Context: an optimization exercise on an open-source flow, tuned for small area. The choices shown serve that exercise and are no tape-out recipe.
RTL that was checked went through simulation tests only; none was proved equivalent to the original.
No functional check of the RTL was part of runs 1 to 3.
Power is estimated from default activity; no workload was simulated.

## standard.sh

```bash
#!/bin/bash
# synth_recipe.tcl (not shown) runs the flow's synth.tcl, then flattens the netlist and writes it again
# the make line also repeats each setting of config.mk as NAME=value (left out here)
make -C /OpenROAD-flow-scripts/flow DESIGN_CONFIG=/design/flow/config.mk WORK_HOME=/design/flow/orfs CLKGATE_MAP_FILE= SYNTH_SCRIPT=/design/flow/synth_recipe.tcl "${@:-finish}"
```

## flow/abc_min.script

```
strash
dch
map -a
topo
```

## design.v

```verilog
module UnitGenerator
(
  input  CLK,           
  input  rst,           
  output wire UnitClock,
  output wire UnitTick,  
  input  PIN_24,  
  input  PIN_23,
  input  PIN_22,
  input  PIN_21,
  input  PIN_19,  
  input  PIN_18,
  input  PIN_17,
  input  PIN_16,
  input  PIN_15,
  input  PIN_14
  );
  reg        morse_clk;
  reg [5:0]  hi;
  reg [31:0] lo;
  wire [3:0] m = {PIN_24, PIN_23, PIN_22, PIN_21};
  wire [5:0] s = {PIN_19, PIN_18, PIN_17, PIN_16, PIN_15, PIN_14};
  reg [31:0] t1;   
  always @(*)
    case (s)
      6'd0: t1 = 32'h00000000;
      6'd1: t1 = 32'h16000000;
      6'd2: t1 = 32'h08000000;
      6'd3: t1 = 32'h05333333;
      6'd4: t1 = 32'h04000000;
      6'd5: t1 = 32'h03200000;
      6'd6: t1 = 32'h02666666;
      6'd7: t1 = 32'h02285714;
      6'd8: t1 = 32'h02000000;
      6'd9: t1 = 32'h01777777;
      6'd10: t1 = 32'h01600000;
      6'd11: t1 = 32'h01454545;
      6'd12: t1 = 32'h01333333;
      6'd13: t1 = 32'h01230769;
      6'd14: t1 = 32'h01142857;
      6'd15: t1 = 32'h01066666;
      6'd16: t1 = 32'h01000000;
      6'd17: t1 = 32'h00941176;
      6'd18: t1 = 32'h00888888;
      6'd19: t1 = 32'h00842105;
      6'd20: t1 = 32'h00800000;
      6'd21: t1 = 32'h00761904;
      6'd22: t1 = 32'h00727272;
      6'd23: t1 = 32'h00695652;
      6'd24: t1 = 32'h00666666;
      6'd25: t1 = 32'h00640000;
      6'd26: t1 = 32'h00615384;
      6'd27: t1 = 32'h00592592;
      6'd28: t1 = 32'h00571428;
      6'd29: t1 = 32'h00551724;
      6'd30: t1 = 32'h00533333;
      6'd31: t1 = 32'h00516129;
      6'd32: t1 = 32'h00500000;
      6'd33: t1 = 32'h00484848;
      6'd34: t1 = 32'h00470588;
      6'd35: t1 = 32'h00457142;
      6'd36: t1 = 32'h00444444;
      6'd37: t1 = 32'h00432432;
      6'd38: t1 = 32'h00421052;
      6'd39: t1 = 32'h00410256;
      6'd40: t1 = 32'h00400000;
      6'd41: t1 = 32'h00390243;
      6'd42: t1 = 32'h00380952;
      6'd43: t1 = 32'h00372093;
      6'd44: t1 = 32'h00363636;
      6'd45: t1 = 32'h00355555;
      6'd46: t1 = 32'h00347826;
      6'd47: t1 = 32'h00340425;
      6'd48: t1 = 32'h00333333;
      6'd49: t1 = 32'h00326530;
      6'd50: t1 = 32'h00320000;
      6'd51: t1 = 32'h00313725;
      6'd52: t1 = 32'h00307692;
      6'd53: t1 = 32'h00301886;
      6'd54: t1 = 32'h00296296;
      6'd55: t1 = 32'h00290909;
      6'd56: t1 = 32'h00285714;
      6'd57: t1 = 32'h00280701;
      6'd58: t1 = 32'h00275862;
      6'd59: t1 = 32'h00271186;
      6'd60: t1 = 32'h00266666;
      6'd61: t1 = 32'h00262295;
      6'd62: t1 = 32'h00258064;
      6'd63: t1 = 32'h00253968;
    endcase
  reg [31:0] lo_inc;
  reg [5:0]  hi_inc;
  reg        c;
  integer i;
  always @(*) begin
    c = 1'b1;
    for (i = 0; i < 8; i = i + 1) begin
      lo_inc[4*i]   = lo[4*i] ^ c;
      lo_inc[4*i+1] = (lo[4*i+1] ^ (c & lo[4*i])) & ~(c & lo[4*i+3]);
      lo_inc[4*i+2] = lo[4*i+2] ^ (c & lo[4*i+1] & lo[4*i]);
      lo_inc[4*i+3] = c ? ((lo[4*i+3] & ~lo[4*i]) | (lo[4*i+2] & lo[4*i+1] & lo[4*i])) : lo[4*i+3];
      c = c & lo[4*i+3] & lo[4*i];
    end
    hi_inc = hi + {5'd0, c};
  end
  wire ones = (hi == 6'd42) && (lo == 32'h94967295);    
  function ge(input [31:0] a, input [31:0] b, input integer w);
    integer k;
    reg g;
    begin
      g = 1'b1;
      for (k = 0; k < w; k = k + 1)
        g = (a[k] & ~b[k]) | (a[k] & g) | (~b[k] & g);
      ge = g;
    end
  endfunction
  reg [31:0] t;
  reg        mok;
  always @(*) begin
    t = t1; mok = 1'b1;
    case (m)
      4'b0001: t = t1;
      4'b0010: t = {4'd0, t1[31:4]};
      4'b0100: t = {12'd0, t1[31:12]};
      4'b1000: t = {24'd0, t1[31:24]};
      default: mok = 1'b0;
    endcase
  end
  wire ge_sel = mok & ((|hi) | ge(lo, t, 32));
  wire hit = ones || (ge_sel && s != 6'd0);
  always @(posedge CLK)
    if (rst) begin
      morse_clk <= 1'b1;
      hi <= 6'd0;
      lo <= 32'd0;
    end else if (hit) begin
      morse_clk <= ~morse_clk;
      hi <= 6'd0;
      lo <= 32'd0;
    end else begin
      hi <= hi_inc;
      lo <= lo_inc;
    end
  assign UnitClock = morse_clk;
  assign UnitTick = hit & ~morse_clk;
endmodule
module Sentence
  (
    input  CLK,
    input  rst,        
    input  UnitTick,   
    output wire ONOFF,
    output wire isDash
  );
  localparam [1:0] SEG_S2 = 2'b00;
  localparam [1:0] SEG_S1 = 2'b01;
  localparam [1:0] SEG_O  = 2'b10;
  reg [1:0] seg;
  reg [3:0] rem;
  reg       onoff;
  reg       indash;
  reg [1:0] seg_n;
  reg [3:0] rem_n;
  always @(*) begin
    seg_n = seg;
    rem_n = rem;
    if (rst) begin
      seg_n = SEG_S2;
      rem_n = 4'd0;
    end else if (UnitTick) begin
      if (rem == 4'd0) begin
        seg_n = (seg == SEG_S2) ? SEG_S1 : (seg == SEG_S1) ? SEG_O : SEG_S2;
        rem_n = (seg == SEG_S1) ? 4'd15 : 4'd9;
      end else
        rem_n = rem - 4'd1;
    end
  end
  wire on_n   = (rem_n[3] | rem_n[2]) & (seg_n[1] ? ~(rem_n[1] & rem_n[0]) : ~rem_n[0]);
  always @(posedge CLK) begin
    seg    <= seg_n;
    rem    <= rem_n;
    onoff  <= on_n;
    indash <= on_n & seg_n[1];
  end
  assign ONOFF = onoff;
  assign isDash = indash;
endmodule
module LaserMorse_Top #(parameter CLK_SPEED=16_000_000)
  (input  CLK,           
   input  rst,           
   output PIN_12,
   output PIN_13,
   output LED,
   output USBPU,   
   input  PIN_24,  
   input  PIN_23,  
   input  PIN_22,  
   input  PIN_21,  
   input  PIN_19,  
   input  PIN_18,
   input  PIN_17,
   input  PIN_16,
   input  PIN_15,
   input  PIN_14
    );
  wire unitClock;
  wire unitTick;
  wire ledOnOff;
  wire isDash;
  UnitGenerator unit(.CLK(CLK), .rst(rst),
                     .UnitClock(unitClock), .UnitTick(unitTick),
                     .PIN_24(PIN_24), .PIN_23(PIN_23), .PIN_22(PIN_22), .PIN_21(PIN_21),
                     .PIN_19(PIN_19), .PIN_18(PIN_18), .PIN_17(PIN_17),
                     .PIN_16(PIN_16), .PIN_15(PIN_15), .PIN_14(PIN_14));
  Sentence sentence(.CLK(CLK), .rst(rst), .UnitTick(unitTick),
                    .ONOFF(ledOnOff), .isDash(isDash));
  assign LED = ledOnOff;
  assign PIN_13 = ledOnOff;
  assign PIN_12 = isDash;
  assign USBPU = 1'b0;
endmodule
```

## config.mk

```make
export PLATFORM = sky130hd
export DESIGN_NAME = LaserMorse_Top
export DESIGN_NICKNAME = LaserMorse_Top
export VERILOG_FILES = /design/flow/design.v
export SDC_FILE = /design/flow/constraint.sdc
export NUM_CORES = 4
export LEC_CHECK = 0
export ABC_AREA = 1
export CAP_MARGIN = 20
export CORE_MARGIN = 2
export CORE_UTILIZATION = 40
export SLEW_MARGIN = 20
```

## flow/run.sh

```bash
#!/bin/bash
# Own layout flow: the standard layout (standard.sh), except that the
# synthesis maps the logic with an area-only ABC script (flow/abc_min.script)
# instead of ORFS's abc_area.script, which also buffers and upsizes for a
# delay target. Everything else in synthesis is ORFS's synth.tcl as
# synth_recipe.tcl runs it, so the registers are the standard ones.
set -euo pipefail
here=$(pwd)
flowdir=$here/flow

# synth.tcl with the ABC script replaced
sed "s|^source \$::env(SCRIPTS_DIR)/synth_preamble.tcl\$|&\nset abc_args [lreplace \$abc_args 1 1 $flowdir/abc_min.script]|" \
  "$FLOW_HOME/scripts/synth.tcl" > "$here/synth_min.tcl"
grep -q "abc_min.script" "$here/synth_min.tcl"
# synth_recipe.tcl, sourcing that instead of ORFS's synth.tcl
sed "s|^source \$::env(SCRIPTS_DIR)/synth.tcl\$|source $here/synth_min.tcl|" \
  "$here/synth_recipe.tcl" > "$here/synth_own.tcl"
grep -q "synth_min.tcl" "$here/synth_own.tcl"

bash "$here/standard.sh" SYNTH_SCRIPT="$here/synth_own.tcl" finish > "$here/flow_make.log" 2>&1
```

## constraint.sdc

```tcl
create_clock -name core_clock -period 130.0 [get_ports {CLK}]
set_input_delay 26.0000 -clock core_clock [delete_from_list [all_inputs] [get_ports {CLK}]]
set_output_delay 26.0000 -clock core_clock [all_outputs]
set_load 0.01 [all_outputs]
```

==> results of run 1 <==
==> report_power, final <==
group	leakage, nW	total (mW)	internal [mW]	switching (mW)
clock	0.0548	0.0116	0.00581	0.00581
combinational	1.26	0.0109	0.00325	0.00761
sequential	0.379	0.0146	0.0145	0.000129
==> cell type report <==
cell class                      count  area [sq um]
Tap cell                          140           175
Inverter                          113           424
Clock buffer                        5          68.8
Fill cell                        1173          5890
Multi-Input combinational cell    546          3050
Clock inverter                      3          46.3
Timing Repair Buffer               22           200
Sequential cell                    47           941
==> metrics by stage <==
| step | setup WS, ns | instances | hold slack, ns | area, sq um |
|---|---|---|---|---|
| floorplan | 96.30 | 708 | 0.407 | 4420 |
| global placement | 95.30 | 868 | 0.410 | 4790 |
| detailed placement | 95.18 | 868 | 0.426 | 4790 |
| CTS | 95.46 | 876 | 0.441 | 4910 |
| global route | 94.67 | 876 | 0.484 | 4910 |
| finish | 95.71 | 876 | 0.452 | 4910 |
==> synth_stat cells <==
master	instances	area, sq um
nor2_1	125	469
clkinv_1	113	424
nand2_1	80	300
o21ai_0	62	310
a21oi_1	61	305
dfxtp_1	47	941
nor3_1	32	160
ha_1	30	375
nand3_1	23	115
o22ai_1	16	100
a22oi_1	15	113
a211oi_1	13	97.6
nor4_1	12	75.1
o211ai_1	9	67.6
a221oi_1	7	61.3
nand4_1	7	43.8
o221ai_1	7	61.3
or2_2	7	43.8
maj3_1	5	50.1
o311ai_0	5	43.8
xnor2_1	5	43.8
a31oi_1	4	25.0
o32ai_1	4	35.0
xor2_1	3	26.3
a22o_2	2	20.0
buf_4	2	15.0
o2111ai_1	2	17.5
a2111oi_0	1	8.76
a311oi_1	1	8.76
a31o_2	1	8.76
a32oi_1	1	8.76
and2_2	1	7.51
and3_2	1	7.51
conb_1	1	3.75
mux2_2	1	11.3
o21a_1	1	7.51
o31ai_1	1	7.51
==> cells in the final DEF, fill, tap and decap left out, types with 16 or more instances in the layout <==
master    count
nand2_1      80
nand3_1      23
dfxtp_1      47
nor2_1      125
a21oi_1      61
nor3_1       31
o21ai_0      62
o22ai_1      16
ha_1         30
clkinv_1    112
==> critical path, delay by kind of cell <==
kind,cells,cell delay [ns]
simple gates,14,1.69
compound gates,26,3.75
fa+ha+maj,4,1.48
buf+inv,7,1.62
==> logic make-up (layout without fill, tap and decap cells) <==
group                    after synthesis  count (layout)
AO/OA/AOI/OAI                        213             213
multiplexers                           1               1
adder cells (fa/ha/maj)               35              35
AND/OR/NAND/NOR                      288             288
buffers and inverters                115             143
XOR/XNOR                               8               8
flip-flops                            47              47
other                                  1               1
==> routing by layer <==
layer	vias to the layer above	global-route usage, %
li1	2546	-
met3	43	4.30
met1	2471	39.5
met2	271	47.9
met4	0	10.8
met5	-	0
==> worst min path at each step <==
stage | to | slack [ns] | cells past startpoint
after floorplan | unit.lo[1] | 0.41 | 1
after global placement | unit.lo[1] | 0.41 | 1
after detailed placement | unit.lo[1] | 0.43 | 1
after CTS | unit.lo[1] | 0.44 | 1
after global routing | unit.lo[1] | 0.48 | 1
final | unit.lo[1] | 0.45 | 1
==> reports/metrics.yaml, run 1 <==
yosys:
  synth_area_sq_um: 4420
  postSynthCellCount: 708
  muxShareOfSynthArea_pct: 0.255
  synth_top_family_by_area: "compound AO/OA/AOI/OAI gates"
  yosysSeqAreaShare_pct: 21.3
  synthDistinctLibCells: 37
  yosys.area_share.simple_pct: 27.7
  yosysWarnings: 2
  synth_fa_ha_area_share_pct: 9.62
  synth_compound_area_share_pct: 29.6
  synth-seq-cells: 47
  synth_xor_area_share_pct: 1.59
  syn-num-nets: 750
  synth.avg_cell_area_sq_um: 6.24
global_route:
  grt_max_degree: 38
  grtUsageTotal_pct: 29.5
  grt.overflow.total: 0
  first_global_vias: 4956
  antenna_found_initial: 0
  grt_pass1_wl_um: 27000
timing:
  hold_viol_final: 0
  tns_ns: 0
  fmax_mhz: 29.2
  setup_viol: 0
  rsz0062_at_grt: "false"
  worst_slew_pin_slew_ns: 0.862
  fin_crit_ns: 34.29
  skew_ns: 0.0108
  slew_headroom_pct: 41.8
  period_share_pct: 26.4
  drv_slew: 0
place:
  hpwl_um: 13400
  routabilityCongestion: 1.02
  port_buffers: 14
clock_tree:
  cts_tree: "done"
  root_buffer: "clkbuf_8"
  cts.sink_count: 47
  clk_latency_ns: 0.32
  cts_buffer_depth: 2
  cts_buffers: 5
  ctsHoldBuffers: 0
  cts.reportedPaths.clkPinSlew_ns: 0.09
  cts-resized-gates: 0
  postCtsSetupBuffers: 0
  htree_levels: 2
layout:
  finalNetCount: 777
  final_core_util_pct: 45.5
  syn2layout_area_growth_pct: 11.0
  drive_gt1_share_pct: 4.35
  n_antenna_cell: 0
pwr:
  p_leak_nw: 1.70
  power_mw: 0.0371
  vdd_ir_drop_max_mv: 0.00413
  power_density_nw_per_um2: 7.56
die:
  design.core.area_sq_um: 10800
  die_area_sq_um: 11900
  fp-row-count: 38
  die_x_um: 109
  io_pins: 16
  die_h_um: 109
  start_util_pct: 41.0
drt:
  first_iter_violations: 407
  drt-met1-wl_um: 7380
  wirelength_um: 17000
  num_vias: 5331
  route.met2.wl_um: 7700
  topRoutingLayerUsed: "met4"
  routedWlPerCell_um: 19.4
  drc: 0
  viasPerCell: 6.09
  ant_nets: 0
  firstDrtPassIters: 5
  route.met3.wl_um: 1380
critical_path:
  worst-path-max-fanout: 11
  crit_start: "PIN_15"
  cp-end-kind: "flip-flop"
  cp.required_ns: 130.27
  cp-start-kind: "primary input"
  worstPathArrival_ns: 34.56
  reg2reg_from: "unit.lo[0]"
  rr_worst_depth: 44
  cp_slowest_cell: "o311ai_0"
  critPathMostFrequentCell: "nor2_1"
  r2r-end: "sentence.indash"
  rrSetupSlack_ns: 123.96
  cp-endpoint: "sentence.indash"
  worstSetupPathType: "primary input to flip-flop"
  max_stage_delay_ns: 0.79
worst_hold_path:
  hold_class: "flip-flop to flip-flop"
job:
  drv_cap: 0
run_status:
  status: "finished clean"
==> inputs of run 2 (changes only) <==
==> flow/run.sh (replaced) <==
#!/bin/bash
# Own layout flow: the standard layout (standard.sh) with these changes:
#  - synthesis maps the logic with an area-only ABC script (flow/abc_min.script)
#    instead of ORFS's abc_area.script (which buffers and upsizes for a delay
#    target), and leaves adders to ABC instead of mapping them to ha/fa cells
#    first. Everything else is ORFS's synth.tcl as synth_recipe.tcl runs it, so
#    the registers are the standard ones.
#  - port buffers are the smallest buffer, sky130_fd_sc_hd__buf_1.
set -euo pipefail
here=$(pwd)
flowdir=$here/flow

sed -e "s|^source \$::env(SCRIPTS_DIR)/synth_preamble.tcl\$|&\nset abc_args [lreplace \$abc_args 1 1 $flowdir/abc_min.script]|" \
    -e 's|^  \[env_var_exists_and_non_empty ADDER_MAP_FILE\] &&$|  0 \&\&|' \
  "$FLOW_HOME/scripts/synth.tcl" > "$here/synth_min.tcl"
grep -q "abc_min.script" "$here/synth_min.tcl"
grep -q "^  0 &&" "$here/synth_min.tcl"
sed "s|^source \$::env(SCRIPTS_DIR)/synth.tcl\$|source $here/synth_min.tcl|" \
  "$here/synth_recipe.tcl" > "$here/synth_own.tcl"
grep -q "synth_min.tcl" "$here/synth_own.tcl"

bash "$here/standard.sh" SYNTH_SCRIPT="$here/synth_own.tcl" \
  "BUFFER_PORTS_ARGS=-buffer_cell sky130_fd_sc_hd__buf_1" finish > "$here/flow_make.log" 2>&1
--- a/config.mk
+++ b/config.mk
@@ -5,8 +5,8 @@
 export SDC_FILE = /design/flow/constraint.sdc
 export NUM_CORES = 4
 export LEC_CHECK = 0
-export ABC_AREA = 1
 export CAP_MARGIN = 20
 export CORE_MARGIN = 2
 export CORE_UTILIZATION = 40
+export CTS_BUF_LIST = sky130_fd_sc_hd__clkbuf_8
 export SLEW_MARGIN = 20
==> run 2 against run 1 <==
First-iteration DRC count up 11%. Via count down 5.1%. Largest cell class unchanged. Design area fell by 11%. Still clean. Worst hold slack better by 0.029 ns. Clock power rose by 15%. Clock skew fell by 0.0039 ns. Sequential power barely moved. Die area shrank 11%. Synthesized cell count shrank 5.2%. Utilization fell by 0.37 points.
==> reports/metrics.yaml, run 2 <==
layout:
  finalNetCount: 711  # -8.5%
  final_cells: 833  # -4.9%
  mostFrequentLayoutCell: "nor2_1"
  layout_common_cells: "163 x nor2_1, 108 x clkinv_1, 67 x nand2_1"
  seqCellArea_sq_um: 941  # unchanged
  syn2layout_area_growth_pct: 10.8
  drive_gt1_share_pct: 3.43  # -0.92 points
  n_antenna_cell: 0  # unchanged
  fill_cells: 1083  # -7.7%
  multi_input_area_sq_um: 2570  # -16%
global_route:
  first_global_vias: 4575  # -7.7%
  grt_use_met2_pct: 47.8  # -0.12 points
  busiest_layer: "met2"
  met1_usage_pct: 38.6  # -0.88 points
  use_met3_pct: 5.56  # +1.3 points
  grt_max_degree: 31  # -18%
  grt_pass1_wl_um: 24100  # -11%
  grtUsageTotal_pct: 29.7  # +0.24 points
  grt.overflow.total: 0  # unchanged
  antenna_found_initial: 0  # unchanged
worst_hold_path:
  min_from: "sentence.seg[0]"
  hold_depth: 2  # +1
  hold_class: "flip-flop to flip-flop"
  min_to: "sentence.seg[0]"
place:
  dp.cells: 825  # -5.0%
  port_buffers: 14  # unchanged
  routabilityCongestion: 1.02  # -0.16%
  hpwl_um: 12000  # -10%
yosys:
  synth_area_leader_cell: "dfxtp_1"
  synth.avg_cell_area_sq_um: 5.85  # -6.3%
  synth_ff_type: "dfxtp_1"
  synth-seq-cells: 47  # unchanged
  postSynthCellCount: 671  # -5.2%
  synth_most_common_cell: "nor2_1"
  syn-num-nets: 683  # -8.9%
  yosys-top-cells-count: "163 x nor2_1, 108 x clkinv_1, 67 x nand2_1, 55 x a21oi_1, 55 x o21ai_0"
  yosysWarnings: 2  # unchanged
  synthDistinctLibCells: 32  # -14%
  yosysSeqAreaShare_pct: 24.0  # +2.7 points
  synthTopCellsByArea: "dfxtp_1 24%, nor2_1 16%, clkinv_1 10%"
  yosysTopAreaCellShare_pct: 24.0  # +2.7 points
  ys_async_sr_fraction_pct: 0  # unchanged
  synth_edf_count: 0  # unchanged
  synth_area_sq_um: 3920  # -11%
die:
  fp-row-count: 36  # -5.3%
  die_area_sq_um: 10600  # -11%
  start_util_pct: 40.7  # -0.25 points
  die_x_um: 103  # -5.6%
  die_h_um: 103  # -5.6%
  design.core.area_sq_um: 9640  # -11%
  io_pins: 16  # unchanged
clock_tree:
  cts_buffer_depth: 2  # unchanged
  cts_buffers: 5  # unchanged
  clk_latency_ns: 0.31  # about the same
  cts-resized-gates: 0  # unchanged
  postCtsSetupBuffers: 0  # unchanged
  cts.sink_count: 47  # unchanged
  htree_levels: 2  # unchanged
  root_buffer: "clkbuf_8"
  cts.reportedPaths.clkPinSlew_ns: 0.10  # about the same
  cts_tree: "done"
  ctsHoldBuffers: 0  # unchanged
drt:
  routedWlPerCell_um: 18.4  # -5.3%
  drc: 0  # unchanged
  ant_nets: 0  # unchanged
  viasPerCell: 6.07  # -0.24%
  firstDrtPassIters: 5  # unchanged
  wirelength_um: 15300  # -10%
  num_vias: 5057  # -5.1%
  first_iter_violations: 450  # +11%
timing:
  rsz0062_at_grt: "false"
  slew_headroom_pct: 39.3  # -2.5 points
  skew_ns: 0.00691  # -0.00389 ns
  drv_slew: 0  # unchanged
  fin_crit_ns: 34.12  # -0.177 ns
  worst_slew_pin_slew_ns: 0.899  # +0.0368 ns
  tns_ns: 0  # unchanged
  hold_viol_final: 0  # unchanged
  setup_viol: 0  # unchanged
  period_share_pct: 26.2  # -0.14 points
  fmax_mhz: 29.3  # +0.52%
critical_path:
  worstPathArrival_ns: 34.38  # -0.18 ns
  critPathMostFrequentCell: "nor2_1"
  worst-path-max-fanout: 30  # +19
  cp-end-kind: "flip-flop"
  worstSetupPathType: "primary input to flip-flop"
  cp-start-kind: "primary input"
  cp_slowest_cell: "clkinv_1"
  cp.required_ns: 130.26  # about the same
  reg2reg_from: "unit.lo[0]"
  rrSetupSlack_ns: 123.65  # -0.31 ns
  max_stage_delay_ns: 0.73  # -0.06 ns
  rr_worst_depth: 38  # -14%
  r2r-end: "sentence.indash"
job:
  drv_cap: 0  # unchanged
run_status:
  status: "finished clean"
pwr:
  p_leak_nw: 1.38  # -19%
  power_mw: 0.0376  # +1.5%
  power_density_nw_per_um2: 8.66  # +15%
  vdd_ir_drop_max_mv: 0.00417  # +0.95%
[run 2: cell count changes after synthesis, sizes merged, moves of 4 or more]
cell    before  now
nand2       80   67
ha          30    0
a21oi       61   55
o211ai       9    4
a211oi      13    8
nor2       125  163
nor4        12    8
clkinv     113  108
or2          7    0
maj3         5    1
nor3        32   39
o21ai       62   55
xnor2        5    1
[run 2: layout make-up]
| cell class | instances | share of cell area, % |
|---|---|---|
| Inverter | 108 | 9.33 |
| Timing Repair Buffer | 23 | 2.76 |
| Sequential cell | 47 | 21.6 |
| Clock buffer | 5 | 1.58 |
| Clock inverter | 3 | 1.64 |
| Tap cell | 133 | 3.83 |
| Multi-Input combinational cell | 514 | 59.2 |
[run 2: where the power goes]
group / total, mW / internal, mW / leakage, nW / switching [mW]
sequential: 0.0145 / 0.0145 / 0.379 / 0.0000798
combinational: 0.00984 / 0.00269 / 0.926 / 0.00715
clock: 0.0133 / 0.00781 / 0.0703 / 0.00547
[run 2: metrics by stage]
step / util (%) / setup slack (ns) / area [sq um] / hold slack [ns]
after floorplan: - / 96.48 / 3920 / 0.430
after global placement: 43.6 / 95.93 / 4210 / 0.455
after detailed placement: 43.6 / 95.91 / 4210 / 0.467
after CTS: 45.1 / 96.16 / 4350 / 0.483
after global routing: 45.1 / 95.06 / 4350 / 0.508
final: 45.1 / 95.88 / 4350 / 0.480
[run 2: worst max-delay path: cells and delay by family]
| kind | cells | cell delay (ns) |
|---|---|---|
| compound gates | 26 | 4.05 |
| simple gates | 12 | 2.18 |
| buf+inv | 7 | 1.78 |
| fa+ha+maj | 1 | 0.33 |
[run 2: logic make-up (layout without fill, tap and decap cells)]
| group | Yosys count | count (layout) | synth area share (%) |
|---|---|---|---|
| XOR/XNOR | 1 | 1 | 0.223 |
| other | 1 | 1 | 0.0956 |
| AND/OR/NAND/NOR | 313 | 313 | 33.4 |
| buffers and inverters | 110 | 139 | 10.7 |
| flip-flops | 47 | 47 | 24.0 |
| AO/OA/AOI/OAI | 198 | 198 | 31.3 |
| adder cells (fa/ha/maj) | 1 | 1 | 0.255 |
[run 2: layer usage]
metal	share of wire, %	vias up	routed length (um)
li1	-	2416	-
met1	42	2300	6380
met2	45	282	6970
met3	8.5	59	1310
met4	4.4	0	678
met5	0	-	0
[run 2: worst max-delay path by stage]
stage	endpoint	from	slack, ns	depth (start not counted)
3_3_place_gp	sentence.indash	PIN_17	95.93	46
4_1_cts	sentence.indash	PIN_17	96.16	46
2_1_floorplan	sentence.indash	PIN_22	96.48	39
3_5_place_dp	sentence.indash	PIN_17	95.91	46
6_report	sentence.indash	PIN_17	95.88	46
5_1_grt	sentence.indash	PIN_17	95.06	46
==> inputs of run 3 (changes only) <==
--- a/design.v
+++ b/design.v
@@ -16,8 +16,8 @@
   input  PIN_14
   );
   reg        morse_clk;
-  reg [5:0]  hi;
-  reg [31:0] lo;
+  reg [8:0]  hi;
+  reg [27:0] lo;
   wire [3:0] m = {PIN_24, PIN_23, PIN_22, PIN_21};
   wire [5:0] s = {PIN_19, PIN_18, PIN_17, PIN_16, PIN_15, PIN_14};
   reg [31:0] t1;   
@@ -88,22 +88,22 @@
       6'd62: t1 = 32'h00258064;
       6'd63: t1 = 32'h00253968;
     endcase
-  reg [31:0] lo_inc;
-  reg [5:0]  hi_inc;
+  reg [27:0] lo_inc;
+  reg [8:0]  hi_inc;
   reg        c;
   integer i;
   always @(*) begin
     c = 1'b1;
-    for (i = 0; i < 8; i = i + 1) begin
+    for (i = 0; i < 7; i = i + 1) begin
       lo_inc[4*i]   = lo[4*i] ^ c;
       lo_inc[4*i+1] = (lo[4*i+1] ^ (c & lo[4*i])) & ~(c & lo[4*i+3]);
       lo_inc[4*i+2] = lo[4*i+2] ^ (c & lo[4*i+1] & lo[4*i]);
       lo_inc[4*i+3] = c ? ((lo[4*i+3] & ~lo[4*i]) | (lo[4*i+2] & lo[4*i+1] & lo[4*i])) : lo[4*i+3];
       c = c & lo[4*i+3] & lo[4*i];
     end
-    hi_inc = hi + {5'd0, c};
-  end
-  wire ones = (hi == 6'd42) && (lo == 32'h94967295);    
+    hi_inc = hi + {8'd0, c};
+  end
+  wire ones = (hi == 9'd429) && (lo == 28'h4967295);    
   function ge(input [31:0] a, input [31:0] b, input integer w);
     integer k;
     reg g;
@@ -126,17 +126,17 @@
       default: mok = 1'b0;
     endcase
   end
-  wire ge_sel = mok & ((|hi) | ge(lo, t, 32));
+  wire ge_sel = mok & ((hi > {5'd0, t[31:28]}) | ((hi == {5'd0, t[31:28]}) & ge({4'd0, lo}, {4'd0, t[27:0]}, 28)));
   wire hit = ones || (ge_sel && s != 6'd0);
   always @(posedge CLK)
     if (rst) begin
       morse_clk <= 1'b1;
-      hi <= 6'd0;
-      lo <= 32'd0;
+      hi <= 9'd0;
+      lo <= 28'd0;
     end else if (hit) begin
       morse_clk <= ~morse_clk;
-      hi <= 6'd0;
-      lo <= 32'd0;
+      hi <= 9'd0;
+      lo <= 28'd0;
     end else begin
       hi <= hi_inc;
       lo <= lo_inc;
==> run 3 against run 2 <==
Still clean on timing, DRC and antenna. Global-route usage is 1.7 points lower. Fmax fell by 1.5%. Sequential power barely moved. Non-clock buffer count is 3 lower. Register-to-register slack worse by 0.30 ns. Final cell count down 2.9%. Setup slack worse by 0.51 ns. Synthesized area decreased by 1.5%. Sequential share of layout area about the same. Combinational power is 0.8% lower. Critical path depth down 3. Critical endpoint unchanged.
==> reports/metrics.yaml, run 3 <==
yosys:
  synthDistinctLibCells: 32  # unchanged
  ys_async_sr_fraction_pct: 0  # unchanged
  synth_area_sq_um: 3870  # -1.5%
  synthTopCellsByArea: "dfxtp_1 24%, nor2_1 14%, clkinv_1 10%"
  yosysSeqAreaShare_pct: 23.8  # -0.16 points
  yosysWarnings: 2  # unchanged
  synth_edf_count: 0  # unchanged
  syn-num-nets: 666  # -2.5%
  yosys-top-cells-count: "145 x nor2_1, 108 x clkinv_1, 67 x o21ai_0, 60 x nand2_1, 46 x dfxtp_1"
  synth_area_leader_cell: "dfxtp_1"
  yosysTopAreaCellShare_pct: 23.8  # -0.16 points
  synth_most_common_cell: "nor2_1"
  synth-seq-cells: 46  # -2.1%
  postSynthCellCount: 654  # -2.5%
  synth.avg_cell_area_sq_um: 5.91  # +1.1%
  synth_ff_type: "dfxtp_1"
place:
  routabilityCongestion: 1.05  # +3.3%
  dpl_cell_area_sq_um: 4110  # -2.3%
  dp.cells: 801  # -2.9%
  dp_worst_setup_slack_ns: 95.30  # -0.613 ns
  hpwl_um: 11100  # -7.1%
  port_buffers: 14  # unchanged
clock_tree:
  cts.sink_count: 46  # -2.1%
  postCtsSetupBuffers: 0  # unchanged
  cts_buffer_depth: 2  # unchanged
  cts-resized-gates: 0  # unchanged
  htree_levels: 2  # unchanged
  cts_buffers: 5  # unchanged
  root_buffer: "clkbuf_8"
  cts_tree: "done"
  ctsHoldBuffers: 0  # unchanged
  cts.reportedPaths.clkPinSlew_ns: 0.08  # -0.02 ns
  clk_latency_ns: 0.30  # about the same
critical_path:
  worstSetupPathType: "primary input to flip-flop"
  worstPathArrival_ns: 34.88  # +0.50 ns
  worst-path-max-fanout: 10  # -67%
  cp-end-kind: "flip-flop"
  max_stage_delay_ns: 0.59  # -0.14 ns
  cp-start-kind: "primary input"
  cp.required_ns: 130.25  # about the same
  rrSetupSlack_ns: 123.35  # -0.30 ns
  cp_slowest_cell: "nor2_1"
  rr_worst_depth: 36  # -5.3%
layout:
  n_antenna_cell: 0  # unchanged
  layout_common_cells: "145 x nor2_1, 108 x clkinv_1, 67 x o21ai_0"
  final_core_util_pct: 45.5  # +0.45 points
  stdcell_area_sq_um: 4250  # -2.3%
  mostFrequentLayoutCell: "nor2_1"
  drive_gt1_share_pct: 2.65  # -0.78 points
  final_cells: 809  # -2.9%
  finalNetCount: 691  # -2.8%
  syn2layout_area_growth_pct: 9.87
die:
  fp-row-count: 35  # -2.8%
  die_h_um: 102  # -0.70%
  design.core.area_sq_um: 9330  # -3.2%
  io_pins: 16  # unchanged
  start_util_pct: 41.4  # +0.74 points
  die_x_um: 102  # -0.70%
  die_area_sq_um: 10500  # -1.4%
global_route:
  grt_pass1_wl_um: 23100  # -4.4%
  first_global_vias: 4592  # +0.37%
  grt.overflow.total: 0  # unchanged
  grtUsageTotal_pct: 28.0  # -1.7 points
  grt_max_degree: 38  # +23%
  antenna_found_initial: 0  # unchanged
drt:
  drc: 0  # unchanged
  ant_nets: 0  # unchanged
  first_iter_violations: 479  # +6.4%
  viasPerCell: 6.14  # +1.1%
  routedWlPerCell_um: 17.6  # -4.2%
  num_vias: 4965  # -1.8%
  firstDrtPassIters: 5  # unchanged
  wirelength_um: 14300  # -7.0%
run_status:
  status: "finished clean"
timing:
  slew_headroom_pct: 23.4  # -16 points
  drv_slew: 0  # unchanged
  fin_crit_ns: 34.63  # +0.515 ns
  fmax_mhz: 28.9  # -1.5%
  rsz0062_at_grt: "false"
  fin_ws_ns: 95.37  # -0.515 ns
  hold_viol_final: 0  # unchanged
  worst_slew_pin_slew_ns: 1.14  # +0.241 ns
  skew_ns: 0.00485  # -0.00206 ns
  setup_viol: 0  # unchanged
  tns_ns: 0  # unchanged
  period_share_pct: 26.6  # +0.40 points
  hold_slack_ns: 0.468  # -0.0123 ns
pwr:
  power_density_nw_per_um2: 8.58  # -0.92%
  internal_power_mw: 0.0244  # -2.1%
  p_clk_share_pct: 34.2  # -1.1 points
  p_switching_mw: 0.0120  # -5.3%
  p_comb_share_pct: 26.8  # +0.7 points
  power_frac_seq_pct: 39.0  # +0.4 points
  p_leak_nw: 1.27  # -7.7%
  power.share.switching_pct: 33.0  # -0.76 points
  vdd_ir_drop_max_mv: 0.00515  # +24%
  power_mw: 0.0365  # -3.2%
worst_hold_path:
  hold_class: "flip-flop to flip-flop"
  hold_depth: 2  # unchanged
job:
  drv_cap: 0  # unchanged
[run 3: cell types whose count changed after synthesis, moves of 6 or more]
cell	delta
nor2_1	-18
o21ai_0	+12
nand2_1	-7
a22oi_1	-7
o22ai_1	+10
a21oi_1	-10
nand3_1	-6
o211ai_1	+6
[run 3: power groups by stage]
stage               combinational [mW]  clock [mW]  sequential, mW
finish                         0.00976      0.0125          0.0142
global route                    0.0105      0.0135          0.0142
detailed placement             0.00922           0          0.0146
CTS                            0.00925      0.0128          0.0142
floorplan                      0.00594           0          0.0145
global placement               0.00962           0          0.0146
[run 3: cell type report]
cell class                 count  area [sq um]
timing repair buffer          20          97.6
fill                        1062          5080
sequential                    46           921
inverter                     108           405
multi-input combinational    498          2520
clock inverter                 3          68.8
tap                          129           161
clock buffer                   5          68.8
[run 3: cells by family after synthesis]
kind of cell | count (synthesis) | share of synthesized area, %
flip-flops | 46 | 23.8
AO/OA/AOI/OAI | 203 | 31.9
buffers and inverters | 110 | 10.9
XOR/XNOR | 2 | 0.453
other | 1 | 0.0970
adder cells (fa/ha/maj) | 6 | 1.55
AND/OR/NAND/NOR | 286 | 31.3
[run 3: worst paths after layout]
kind                                 startpoint         endpoint
worst max-delay path                     PIN_14  sentence.indash
worst min-delay path            sentence.seg[0]  sentence.seg[0]
worst min register to register  sentence.seg[0]  sentence.seg[0]
worst max register to register       unit.lo[0]  sentence.indash
[run 3: critical path: cells and delay by family]
kind	cells	cell delay (ns)
simple gates	12	2.50
compound gates	21	3.28
buf+inv	4	1.06
fa+ha+maj	6	2.01
[run 3: routing by layer]
metal  track usage [%]  vias to the layer above  routed length [um]
met5                 0                        -                   0
met4              7.08                        0                 484
met3              8.55                       52                1620
met2              43.9                      268                6030
met1              37.7                     2277                6130
li1                  -                     2368                   -
==> inputs of run 4 (changes only) <==
--- a/design.v
+++ b/design.v
@@ -23,7 +23,7 @@
   reg [31:0] t1;   
   always @(*)
     case (s)
-      6'd0: t1 = 32'h00000000;
+      6'd0: t1 = 32'h08000000;
       6'd1: t1 = 32'h16000000;
       6'd2: t1 = 32'h08000000;
       6'd3: t1 = 32'h05333333;
@@ -98,7 +98,7 @@
       lo_inc[4*i]   = lo[4*i] ^ c;
       lo_inc[4*i+1] = (lo[4*i+1] ^ (c & lo[4*i])) & ~(c & lo[4*i+3]);
       lo_inc[4*i+2] = lo[4*i+2] ^ (c & lo[4*i+1] & lo[4*i]);
-      lo_inc[4*i+3] = c ? ((lo[4*i+3] & ~lo[4*i]) | (lo[4*i+2] & lo[4*i+1] & lo[4*i])) : lo[4*i+3];
+      lo_inc[4*i+3] = lo[4*i+3] ^ (c & lo[4*i] & (lo[4*i+3] | (lo[4*i+2] & lo[4*i+1])));
       c = c & lo[4*i+3] & lo[4*i];
     end
     hi_inc = hi + {8'd0, c};
--- a/flow/run.sh
+++ b/flow/run.sh
@@ -1,11 +1,15 @@
 #!/bin/bash
 # Own layout flow: the standard layout (standard.sh) with these changes:
-#  - synthesis maps the logic with an area-only ABC script (flow/abc_min.script)
+#  - synthesis maps the logic with an area-only ABC script (flow/abc_min.script:
+#    a long AIG optimisation, then mapping with area recovery)
 #    instead of ORFS's abc_area.script (which buffers and upsizes for a delay
 #    target), and leaves adders to ABC instead of mapping them to ha/fa cells
 #    first. Everything else is ORFS's synth.tcl as synth_recipe.tcl runs it, so
 #    the registers are the standard ones.
-#  - port buffers are the smallest buffer, sky130_fd_sc_hd__buf_1.
+#  - port buffers, and synthesis's buffers for outputs that share a net, are
+#    the smallest buffer, sky130_fd_sc_hd__buf_1.
+#  - clock tree synthesis gets its arguments from flow/cts_args (ORFS's own
+#    arguments, the buffer list and no dummy loads).
 set -euo pipefail
 here=$(pwd)
 flowdir=$here/flow
@@ -20,4 +24,6 @@
 grep -q "synth_min.tcl" "$here/synth_own.tcl"
 
 bash "$here/standard.sh" SYNTH_SCRIPT="$here/synth_own.tcl" \
-  "BUFFER_PORTS_ARGS=-buffer_cell sky130_fd_sc_hd__buf_1" finish > "$here/flow_make.log" 2>&1
+  "BUFFER_PORTS_ARGS=-buffer_cell sky130_fd_sc_hd__buf_1" \
+  "MIN_BUF_CELL_AND_PORTS=sky130_fd_sc_hd__buf_1 A X" \
+  "CTS_ARGS=$(cat "$flowdir/cts_args")" finish > "$here/flow_make.log" 2>&1
==> flow/abc_min.script (replaced) <==
strash
&get -n
&deepsyn -T 150
&nf -R 1000 -p
&put
topo
==> flow/cts_args (new file) <==
-sink_clustering_enable -repair_clock_nets -buf_list sky130_fd_sc_hd__clkbuf_8 -dont_use_dummy_load
--- a/config.mk
+++ b/config.mk
@@ -8,5 +8,5 @@
 export CAP_MARGIN = 20
 export CORE_MARGIN = 2
 export CORE_UTILIZATION = 40
-export CTS_BUF_LIST = sky130_fd_sc_hd__clkbuf_8
+export GPL_TIMING_DRIVEN = 0
 export SLEW_MARGIN = 20
==> run 4 against run 3 <==
Still clean on timing, DRC and antenna. Clock power fell by 36%. Clock-buffer cell count did not move. Sequential share of layout area rose by 1.6 points. Flip-flop and latch count did not move. Synthesized area fell by 5.5%. Critical path type unchanged. Largest cell class unchanged. Largest power group unchanged. Highest routed layer unchanged.
==> reports/metrics.yaml, run 4 <==
pwr:
  p_comb_share_pct: 26.7  # about the same
  power.share.switching_pct: 33.4  # +0.45 points
  p_clk_share_pct: 26.3  # -7.9 points
  power_density_nw_per_um2: 7.68  # -11%
  internal_power_mw: 0.0202  # -17%
  vdd_ir_drop_max_mv: 0.00422  # -18%
  p_switching_mw: 0.0102  # -15%
  p_leak_nw: 1.27  # +0.17%
  power_frac_seq_pct: 47.1  # +8.1 points
  power_mw: 0.0304  # -17%
yosys:
  synthTopCellsByArea: "dfxtp_1 25%, nor2_1 7.3%, nand2_1 4.7%"
  postSynthCellCount: 506  # -23%
  synth_most_common_cell: "nor2_1"
  synthDistinctLibCells: 54  # +69%
  yosysSeqAreaShare_pct: 25.2  # +1.4 points
  syn-num-nets: 518  # -22%
  yosysTopAreaCellShare_pct: 25.2  # +1.4 points
  synth-seq-cells: 46  # unchanged
  synth_area_sq_um: 3650  # -5.5%
  yosys-top-cells-count: "71 x nor2_1, 46 x dfxtp_1, 46 x nand2_1, 33 x a21oi_1"
  yosysWarnings: 2  # unchanged
  synth_edf_count: 0  # unchanged
  ys_async_sr_fraction_pct: 0  # unchanged
  synth.avg_cell_area_sq_um: 7.22  # +22%
  synth_area_leader_cell: "dfxtp_1"
  synth_ff_type: "dfxtp_1"
layout:
  largest_reg_flops: 28
  syn2layout_area_growth_pct: 8.32
  final_cells: 636  # -21%
  layout_common_cells: "71 x nor2_1, 46 x nand2_1, 46 x dfxtp_1"
  fill_cells: 924  # -13%
  reg_top3: "unit.lo (28), unit.hi (9), sentence.rem (4)"
  mostFrequentLayoutCell: "nor2_1"
  final_core_util_pct: 45.0  # -0.58 points
  n_antenna_cell: 0  # unchanged
  regMostFlops: "unit.lo"
  drive_gt1_share_pct: 2.65  # +0.0045 points
  stdcell_area_sq_um: 3960  # -6.8%
  finalNetCount: 542  # -22%
timing:
  slew_headroom_pct: 26.5  # +3.1 points
  rsz0062_at_grt: "false"
  fmax_mhz: 29.5  # +2.2%
  tns_ns: 0  # unchanged
  period_share_pct: 26.1  # -0.56 points
  drv_slew: 0  # unchanged
  worst_slew_pin_slew_ns: 1.10  # -0.0378 ns
  fin_ws_ns: 96.10  # +0.733 ns
  hold_slack_ns: 0.465  # -0.00349 ns
  skew_ns: 0.0351  # +0.0302 ns
  fin_crit_ns: 33.90  # -0.733 ns
  hold_viol_final: 0  # unchanged
  setup_viol: 0  # unchanged
worst_hold_path:
  hold_class: "flip-flop to flip-flop"
  hold_depth: 2  # unchanged
  min_from: "unit.morse_clk"
  min_to: "unit.morse_clk"
global_route:
  first_global_vias: 4015  # -13%
  antenna_found_initial: 0  # unchanged
  grt.overflow.total: 0  # unchanged
  grt_pass1_wl_um: 20600  # -11%
  grt_max_degree: 41  # +7.9%
  grtUsageTotal_pct: 25.8  # -2.2 points
critical_path:
  worstPathArrival_ns: 34.08  # -0.80 ns
  critPathTopFamily: "compound AO/OA/AOI/OAI gates"
  critPathMostFrequentCell: "a21oi_1"
  reg2reg_from: "unit.lo[1]"
  rr_worst_depth: 30  # -17%
  max_stage_delay_ns: 0.98  # +0.39 ns
  cp-end-kind: "flip-flop"
  cp-start-kind: "primary input"
  worst-path-max-fanout: 24  # +14
  worst-path-buf-inv: 1  # -3
  r2r-end: "sentence.indash"
  rrSetupSlack_ns: 124.35  # +1.00 ns
  worstSetupPathType: "primary input to flip-flop"
  cp.required_ns: 130.18  # -0.07 ns
  cp_slowest_cell: "a2111oi_1"
clock_tree:
  cts-resized-gates: 0  # unchanged
  htree_levels: 2  # unchanged
  cts_buffers: 5  # unchanged
  clk_latency_ns: 0.31  # about the same
  postCtsSetupBuffers: 0  # unchanged
  ctsHoldBuffers: 0  # unchanged
  cts.reportedPaths.clkPinSlew_ns: 0.08  # about the same
  cts_tree: "done"
  root_buffer: "clkbuf_8"
  cts.sink_count: 46  # unchanged
  cts_buffer_depth: 2  # unchanged
drt:
  viasPerCell: 6.83  # +11%
  first_iter_violations: 448  # -6.5%
  firstDrtPassIters: 5  # unchanged
  num_vias: 4343  # -13%
  routedWlPerCell_um: 20.2  # +14%
  ant_nets: 0  # unchanged
  drc: 0  # unchanged
  wirelength_um: 12800  # -10%
run_status:
  status: "finished clean"
place:
  hpwl_um: 9470  # -15%
  dpl_cell_area_sq_um: 3880  # -5.6%
  port_buffers: 14  # unchanged
  dp_worst_setup_slack_ns: 96.02  # +0.723 ns
  dp.cells: 630  # -21%
  routabilityCongestion: 1.02  # -3.3%
die:
  io_pins: 16  # unchanged
  die_x_um: 99.6  # -2.7%
  die_h_um: 99.6  # -2.7%
  start_util_pct: 41.5  # +0.055 points
  design.core.area_sq_um: 8810  # -5.6%
  fp-row-count: 34  # -2.9%
  die_area_sq_um: 9920  # -5.3%
job:
  drv_cap: 0  # unchanged
## run 4: kinds of logic (layout without fill, tap and decap cells)
group                    Yosys count  count (layout)  share of synthesized area, %
other                              1               1                         0.103
flip-flops                        46              46                          25.2
buffers and inverters              8              30                         0.822
AND/OR/NAND/NOR                  251             251                          34.6
multiplexers                       2               2                         0.548
adder cells (fa/ha/maj)            2               2                         0.548
AO/OA/AOI/OAI                    183             183                          35.1
XOR/XNOR                          13              13                          3.12
## run 4: how the worst max path moves through the flow
stage,startpoint,end,slack [ns],cells after the start
after floorplan,PIN_14,sentence.indash,98.18,35
after CTS,PIN_17,sentence.indash,96.29,36
after detailed placement,PIN_17,sentence.indash,96.02,36
final,PIN_17,sentence.indash,96.10,36
after global placement,PIN_18,sentence.indash,94.93,36
after global routing,PIN_17,sentence.indash,95.32,36
## run 4: layout make-up
class | count | area [sq um] | share of cell area (%)
plain buffers | 2 | 7.51 | 0.190
clock buffers | 5 | 68.8 | 1.74
inverters | 6 | 22.5 | 0.569
multi-input cells | 452 | 2710 | 68.5
flip-flops and latches | 46 | 921 | 23.3
well taps | 108 | 135 | 3.41
repair buffers | 17 | 91.3 | 2.31
## run 4: routing by layer
layer / GRT usage [%] / vias to the layer above / routed length (um) / part of all wire (%)
met4: 14.1 / 0 / 586 / 4.6
li1: - / 2061 / - / -
met1: 33.6 / 2006 / 5500 / 43
met3: 3.30 / 51 / 907 / 7.1
met2: 41.5 / 225 / 5840 / 46
met5: 0 / - / 0 / 0
## run 4: tightest hold or removal path, cell delays in order, from the launching register on
cell and delay, ns:
dfxtp_1 0.33, nand2_1 0.06, nand2_1 0.04
## run 4: power groups by stage
stage	Sequential [mW]	Clock, mW	Combinational (mW)
6_report	0.0143	0.00798	0.00811
4_1_cts	0.0143	0.00827	0.00776
3_5_place_dp	0.0146	0	0.00773
3_3_place_gp	0.0146	0	0.00782
5_1_grt	0.0143	0.00881	0.00872
2_1_floorplan	0.0146	0	0.00475
==> inputs of run 5 (changes only) <==
--- a/design.v
+++ b/design.v
@@ -103,7 +103,14 @@
     end
     hi_inc = hi + {8'd0, c};
   end
-  wire ones = (hi == 9'd429) && (lo == 28'h4967295);    
+  wire ones = hi[8] & hi[7] & hi[5] & hi[3] & hi[2] & hi[0]
+            & lo[26] & ~lo[25] & ~lo[24]                  
+            & lo[23] & lo[20]                             
+            & lo[18] & lo[17] & ~lo[16]                   
+            & lo[14] & lo[13] & lo[12]                    
+            & ~lo[10] & lo[9] & ~lo[8]                    
+            & lo[7] & lo[4]                               
+            & lo[2] & ~lo[1] & lo[0];                     
   function ge(input [31:0] a, input [31:0] b, input integer w);
     integer k;
     reg g;
--- a/config.mk
+++ b/config.mk
@@ -5,8 +5,8 @@
 export SDC_FILE = /design/flow/constraint.sdc
 export NUM_CORES = 4
 export LEC_CHECK = 0
-export CAP_MARGIN = 20
+export CAP_MARGIN = 0
 export CORE_MARGIN = 2
 export CORE_UTILIZATION = 40
 export GPL_TIMING_DRIVEN = 0
-export SLEW_MARGIN = 20
+export SLEW_MARGIN = 0
==> run 5 against run 4 <==
Via count grew 1.8%. Clock power down 1%. Routed wire length is 1.4% lower. Largest cell class unchanged. Global-route usage down 0.20 points. Critical path type unchanged. Worst hold slack better by 0.027 ns.
==> reports/metrics.yaml, run 5 <==
timing:
  tns_ns: 0  # unchanged
  fin_ws_ns: 94.80  # -1.30 ns
  hold_viol_final: 0  # unchanged
  slew_headroom_pct: 16.4  # -10 points
  fin_crit_ns: 35.20  # +1.30 ns
  drv_slew: 0  # unchanged
  rsz0062_at_grt: "false"
  setup_viol: 0  # unchanged
  worst_slew_pin_slew_ns: 1.25  # +0.152 ns
  period_share_pct: 27.1  # +1.0 points
  fmax_mhz: 28.4  # -3.7%
  skew_ns: 0.0117  # -0.0234 ns
layout:
  largest_reg_flops: 28  # unchanged
  reg_top3: "unit.lo (28), unit.hi (9), sentence.rem (4)"
  mostFrequentLayoutCell: "nor2_1"
  final_core_util_pct: 45.6  # +0.65 points
  drive_gt1_share_pct: 2.92  # +0.27 points
  multi_input_area_sq_um: 2680  # -1.2%
  layout_common_cells: "78 x nor2_1, 57 x nand2_1, 47 x o21ai_0"
  fill_cells: 931  # +0.76%
  n_antenna_cell: 0  # unchanged
  finalNetCount: 562  # +3.7%
  seqCellArea_sq_um: 921  # unchanged
  syn2layout_area_growth_pct: 9.68
  regMostFlops: "unit.lo"
die:
  die_h_um: 99.4  # -0.15%
  io_pins: 16  # unchanged
  die_area_sq_um: 9890  # -0.29%
  design.core.area_sq_um: 8760  # -0.48%
  fp-row-count: 34  # unchanged
  die_x_um: 99.4  # -0.15%
  start_util_pct: 41.6  # +0.073 points
place:
  hpwl_um: 9490  # +0.19%
  port_buffers: 14  # unchanged
  routabilityCongestion: 0.985  # -3.2%
  dp_worst_setup_slack_ns: 94.69  # -1.33 ns
run_status:
  status: "finished clean"
clock_tree:
  cts.sink_count: 46  # unchanged
  ctsHoldBuffers: 0  # unchanged
  cts_buffers: 5  # unchanged
  cts-resized-gates: 0  # unchanged
  clk_latency_ns: 0.30  # about the same
  root_buffer: "clkbuf_8"
  postCtsSetupBuffers: 0  # unchanged
  htree_levels: 2  # unchanged
  cts_tree: "done"
  cts_buffer_depth: 2  # unchanged
  cts.reportedPaths.clkPinSlew_ns: 0.08  # about the same
global_route:
  met1_usage_pct: 35.4  # +1.8 points
  use_met3_pct: 6.82  # +3.5 points
  grt_use_met2_pct: 39.0  # -2.5 points
  grtUsageTotal_pct: 25.6  # -0.20 points
  grt_pass1_wl_um: 20500  # -0.70%
  busiest_layer: "met2"
  antenna_found_initial: 0  # unchanged
  grt.overflow.total: 0  # unchanged
  first_global_vias: 4008  # -0.17%
  grt_max_degree: 44  # +7.3%
pwr:
  p_switching_mw: 0.0110  # +8.2%
  p_comb_share_pct: 29.7  # +3.0 points
  p_clk_share_pct: 25.0  # -1.3 points
  internal_power_mw: 0.0206  # +1.8%
  vdd_ir_drop_max_mv: 0.00470  # +11%
  p_leak_nw: 1.32  # +3.5%
  power_density_nw_per_um2: 7.90  # +3.0%
  power_frac_seq_pct: 45.3  # -1.8 points
  power.share.switching_pct: 34.8  # +1.4 points
yosys:
  synth_area_leader_cell: "dfxtp_1"
  synth_fa_ha_area_share_pct: 1.65  # +1.1 points
  synth_most_common_cell: "nor2_1"
  synth.avg_cell_area_sq_um: 6.97  # -3.5%
  syn-num-nets: 535  # +3.3%
  synth_area_sq_um: 3640  # -0.31%
  synth_xor_area_share_pct: 3.37  # +0.25 points
  postSynthCellCount: 523  # +3.4%
  synth_compound_area_share_pct: 37.0  # +1.9 points
  synth_edf_count: 0  # unchanged
  muxShareOfSynthArea_pct: 0  # -0.55 points
  yosysTopAreaCellShare_pct: 25.3  # +0.078 points
  synth-seq-cells: 46  # unchanged
  synth_top_family_by_area: "compound AO/OA/AOI/OAI gates"
  synthDistinctLibCells: 53  # -1.9%
  yosys-top-cells-count: "78 x nor2_1, 57 x nand2_1, 47 x o21ai_0, 46 x dfxtp_1, 44 x a21oi_1"
  synthTopCellsByArea: "dfxtp_1 25%, nor2_1 8.0%, o21ai_0 6.5%"
  ys_async_sr_fraction_pct: 0  # unchanged
  yosysSeqAreaShare_pct: 25.3  # +0.078 points
  yosys.area_share.simple_pct: 31.0  # -3.6 points
  yosysWarnings: 2  # unchanged
  synth_ff_type: "dfxtp_1"
job:
  drv_cap: 0  # unchanged
worst_hold_path:
  hold_depth: 2  # unchanged
  hold_class: "flip-flop to flip-flop"
critical_path:
  cp_slowest_cell: "buf_1"
  cp-end-kind: "flip-flop"
  max_stage_delay_ns: 0.82  # -0.16 ns
  worst-path-max-fanout: 27  # +13%
  rr_worst_depth: 35  # +17%
  worstPathArrival_ns: 35.45  # +1.37 ns
  worst-path-buf-inv: 1  # unchanged
  cp-start-kind: "primary input"
  critPathTopFamily: "compound AO/OA/AOI/OAI gates"
  worstSetupPathType: "primary input to flip-flop"
  cp_num_cells: 43  # +19%
  cp.required_ns: 130.25  # +0.07 ns
  critPathMostFrequentCell: "maj3_1"
drt:
  num_vias: 4420  # +1.8%
  first_iter_violations: 595  # +33%
  ant_nets: 0  # unchanged
  viasPerCell: 6.74  # -1.3%
  firstDrtPassIters: 8  # +3
  routedWlPerCell_um: 19.3  # -4.4%
  drc: 0  # unchanged
  wirelength_um: 12700  # -1.4%
## run 5: changes by cell type after synthesis, sizes merged, moves of 5 or more
cell	before	now
nand2	46	57
nand2b	18	7
nor2b	14	9
nor2	71	78
nand4	8	3
or3	7	0
nor3	32	24
clkinv	6	14
a222oi	14	7
o21ai	32	47
a21oi	33	44
## run 5: area by class of cell
type                       count  area share (%)
inverter                      14            1.31
timing repair buffer          20            3.29
buffer                         2           0.188
clock buffer                   5            1.72
multi-input combinational    461            67.1
tap                          108            3.38
sequential                    46            23.0
## run 5: tightest hold or removal path, stage by stage, from the launching register on
cell and delay, ns:
dfxtp_1 0.30, clkinv_1 0.06, o21ai_0 0.08
## run 5: kinds of logic (layout without fill, tap and decap cells)
kind of cell               count (synthesis)  count (layout)
and+or+nand+nor                          236             236
AOI/OAI and AO/OA                        204             204
DFF                                       46              46
buffers and inverters                     16              41
xor gates and xnor gates                  14              14
adders and majority gates                  6               6
other                                      1               1
## run 5: power by group through the flow
stage	Sequential (mW)	Clock (mW)	Combinational, mW
after detailed placement	0.0146	0	0.00892
final	0.0143	0.00789	0.00939
after global placement	0.0146	0	0.00885
after CTS	0.0143	0.00822	0.00895
after global routing	0.0143	0.00883	0.0101
after floorplan	0.0146	0	0.00564
## run 5: final timing paths
path | start | endpoint | slack [ns]
worst max-delay path | PIN_14 | sentence.indash | 94.80
worst min-delay path | unit.morse_clk | unit.morse_clk | 0.49
worst max register to register | unit.lo[0] | sentence.indash | 123.27
worst min register to register | unit.morse_clk | unit.morse_clk | 0.49
## run 5: per-stage QoR
stage	area [sq um]	std cells	power (mW)	hold WS, ns
after floorplan	3640	523	0.0202	0.455
after global placement	3830	645	0.0235	0.476
after detailed placement	3930	651	0.0236	0.485
after CTS	4000	656	0.0315	0.500
after global routing	4000	656	0.0333	0.543
final	4000	656	0.0316	0.491
## run 5: layer usage
layer  up-vias  part of all wire [%]  routed length (um)
li1       2085                     -                   -
met1      2034                    43                5450
met2       268                    43                5420
met3        33                    11                1410
met4         0                   2.9                 361
met5         -                     0                   0
==> inputs of run 6 (changes only) <==
--- a/config.mk
+++ b/config.mk
@@ -5,8 +5,8 @@
 export SDC_FILE = /design/flow/constraint.sdc
 export NUM_CORES = 4
 export LEC_CHECK = 0
-export CAP_MARGIN = 0
+export CAP_MARGIN = 20
 export CORE_MARGIN = 2
 export CORE_UTILIZATION = 40
 export GPL_TIMING_DRIVEN = 0
-export SLEW_MARGIN = 0
+export SLEW_MARGIN = 20
==> run 6 against run 5 <==
Setup slack improved by 0.085 ns. Highest routed layer unchanged. Clock skew about the same. Critical endpoint unchanged. Critical path type unchanged. Sequential share of layout area increased by 0.26 points. First-iteration DRC count decreased by 3.0%. Largest cell class unchanged. Combinational power fell by 2%. Design area fell by 1.1%. Routed wire length up 0.61%. Flip-flop and latch count is the same. Total power about the same. Largest power group unchanged. Sequential power is essentially flat. Clock-buffer cell count unchanged.
==> reports/metrics.yaml, run 6 <==
global_route:
  grt_max_degree: 44  # unchanged
  antenna_found_initial: 0  # unchanged
  first_global_vias: 3966  # -1.0%
  grt.overflow.total: 0  # unchanged
  grtUsageTotal_pct: 26.0  # +0.34 points
  grt_pass1_wl_um: 20700  # +1.2%
critical_path:
  cp-start-kind: "primary input"
  cp_slowest_cell: "buf_1"
  rrSetupSlack_ns: 123.18  # -0.09 ns
  critPathTopFamily: "compound AO/OA/AOI/OAI gates"
  reg2reg_from: "unit.lo[0]"
  critPathMostFrequentCell: "maj3_1"
  worst-path-max-fanout: 23  # -15%
  worstPathArrival_ns: 35.37  # -0.08 ns
  cp.required_ns: 130.25  # about the same
  r2r-end: "sentence.indash"
  worstSetupPathType: "primary input to flip-flop"
  max_stage_delay_ns: 0.75  # -0.07 ns
  rr_worst_depth: 35  # unchanged
  cp-end-kind: "flip-flop"
  worst-path-buf-inv: 1  # unchanged
clock_tree:
  ctsHoldBuffers: 0  # unchanged
  clk_latency_ns: 0.30  # about the same
  cts_buffer_depth: 2  # unchanged
  root_buffer: "clkbuf_8"
  cts_tree: "done"
  cts_buffers: 5  # unchanged
  htree_levels: 2  # unchanged
  cts-resized-gates: 0  # unchanged
  cts.reportedPaths.clkPinSlew_ns: 0.09  # about the same
  cts.sink_count: 46  # unchanged
  postCtsSetupBuffers: 0  # unchanged
yosys:
  synth_edf_count: 0  # unchanged
  yosysTopAreaCellShare_pct: 25.3  # unchanged
  yosysSeqAreaShare_pct: 25.3  # unchanged
  synth_most_common_cell: "nor2_1"
  synthDistinctLibCells: 53  # unchanged
  synth-seq-cells: 46  # unchanged
  yosys-top-cells-count: "78 x nor2_1, 57 x nand2_1, 47 x o21ai_0, 46 x dfxtp_1, 44 x a21oi_1"
  synth_area_leader_cell: "dfxtp_1"
  ys_async_sr_fraction_pct: 0  # unchanged
  synth_area_sq_um: 3640  # unchanged
  synth.avg_cell_area_sq_um: 6.97  # unchanged
  synthTopCellsByArea: "dfxtp_1 25%, nor2_1 8.0%, o21ai_0 6.5%"
  yosysWarnings: 2  # unchanged
  syn-num-nets: 535  # unchanged
  synth_ff_type: "dfxtp_1"
  postSynthCellCount: 523  # unchanged
layout:
  syn2layout_area_growth_pct: 8.48
  mostFrequentLayoutCell: "nor2_1"
  layout_common_cells: "78 x nor2_1, 57 x nand2_1, 47 x o21ai_0"
  fill_cells: 933  # +0.21%
  regMostFlops: "unit.lo"
  largest_reg_flops: 28  # unchanged
  finalNetCount: 560  # -0.36%
  drive_gt1_share_pct: 3.30  # +0.38 points
  stdcell_area_sq_um: 3950  # -1.1%
  reg_top3: "unit.lo (28), unit.hi (9), sentence.rem (4)"
  n_antenna_cell: 0  # unchanged
die:
  die_x_um: 99.4  # unchanged
  die_area_sq_um: 9890  # unchanged
  fp-row-count: 34  # unchanged
  design.core.area_sq_um: 8760  # unchanged
  die_h_um: 99.4  # unchanged
  io_pins: 16  # unchanged
  start_util_pct: 41.6  # unchanged
worst_hold_path:
  hold_class: "flip-flop to flip-flop"
  min_to: "unit.morse_clk"
  min_from: "unit.morse_clk"
  hold_depth: 2  # unchanged
drt:
  first_iter_violations: 577  # -3.0%
  drc: 0  # unchanged
  num_vias: 4399  # -0.48%
  wirelength_um: 12700  # +0.61%
  firstDrtPassIters: 7  # -1
  routedWlPerCell_um: 19.5  # +0.92%
  viasPerCell: 6.73  # -0.17%
  ant_nets: 0  # unchanged
timing:
  setup_viol: 0  # unchanged
  hold_slack_ns: 0.497  # +0.00597 ns
  skew_ns: 0.0116  # -0.000127 ns
  hold_viol_final: 0  # unchanged
  tns_ns: 0  # unchanged
  period_share_pct: 27.0  # -0.066 points
  drv_slew: 0  # unchanged
  slew_headroom_pct: 30.6  # +14 points
  fin_crit_ns: 35.11  # -0.0853 ns
  fmax_mhz: 28.5  # +0.24%
  rsz0062_at_grt: "false"
  worst_slew_pin_slew_ns: 1.04  # -0.213 ns
pwr:
  p_leak_nw: 1.30  # -0.83%
  vdd_ir_drop_max_mv: 0.00428  # -8.9%
  power_density_nw_per_um2: 7.99  # +1.1%
place:
  hpwl_um: 9490  # about the same
  routabilityCongestion: 0.985  # unchanged
  port_buffers: 14  # unchanged
  dpl_cell_area_sq_um: 3880  # -1.1%
job:
  drv_cap: 0  # unchanged
run_status:
  status: "finished clean"
==> run 6: cell families after synthesis <==
logic type	synth area share, %
compound gates	37.0
buf+inv	1.65
xor+xnor	3.37
fa+ha+maj	1.65
flops	25.3
other cells	0.103
simple gates	31.0
==> run 6: how the worst max path moves through the flow <==
| stage | start | endpoint | cells after the start |
|---|---|---|---|
| 2_1_floorplan | PIN_21 | sentence.indash | 38 |
| 3_3_place_gp | PIN_17 | unit.lo[3] | 39 |
| 3_5_place_dp | PIN_14 | sentence.indash | 43 |
| 4_1_cts | PIN_14 | sentence.indash | 43 |
| 5_1_grt | PIN_16 | sentence.indash | 43 |
| 6_report | PIN_16 | sentence.indash | 43 |
==> run 6: metal layers <==
layer  part of all wire (%)  up-vias  track usage [%]
met5                      0        -                0
li1                       -     2082                -
met3                     10       30             6.75
met1                     45     2037             37.1
met2                     42      250             38.1
met4                    2.5        0             8.32
==> run 6: final cells by class <==
type	instances	area [sq um]	share of cell area (%)
buffer	2	7.51	0.190
clock buffer	5	68.8	1.74
inverter	14	52.6	1.33
multi-input combinational	461	2680	67.8
sequential	46	921	23.3
tap	108	135	3.42
timing repair buffer	18	87.6	2.22
==> run 6: metrics by stage <==
step                      instances  total power, mW  setup slack (ns)  util [%]
final                           654           0.0316             94.89      45.1
after global routing            654           0.0334             94.25      45.1
after CTS                       654           0.0314             94.98      45.1
after detailed placement        649           0.0234             94.67      44.3
after global placement          645           0.0235             93.79      43.7
after floorplan                 523           0.0202             95.87         -
==> run 6: power breakdown <==
part,total [mW],internal (mW),switching (mW)
Clock,0.00804,0.00348,0.00457
Sequential,0.0143,0.0142,0.000151
Combinational,0.00923,0.00285,0.00638
==> run 6: worst min-delay path, delay by kind of cell (launching register included) <==
kind | cells | cell delay, ns
DFF | 1 | 0.31
AOI/OAI and AO/OA | 1 | 0.08
buffers and inverters | 1 | 0.06

==> separate check: timing with driven ports <==
The results above use ideal ports. As a check the final layouts listed here were re-extracted and re-timed, cells and wires unchanged. Step 1 sets driving cells, clkbuf_16 on the clock port and buf_2 on the other inputs (assumed; they add their load-dependent delay and slew). Step 2, shift: input delay + t, output delay - t, t = (earliest + latest rising clock arrival at the registers) / 2. This alone moves slack from input paths to output paths. a / b / c = ideal / step 1 / step 2; a / b = the first two.
run	t, ns	setup slack, ns	worst setup path at the end
run 1	0.349	95.706 / 95.715 / 95.366	input to register
run 2	0.339	95.883 / 95.895 / 95.556	input to register
run 3	0.320	95.368 / 95.367 / 95.048	input to register
run 4	0.322	96.101 / 96.100 / 95.778	input to register
run 5	0.325	94.800 / 94.804 / 94.480	input to register
run 6	0.331	94.885 / 94.893 / 94.562	input to register
After both steps setup and hold are still met in every run listed. The setup slack of run 1, which loses most, moves by +0.009 ns with the drivers and by -0.340 ns with both steps.
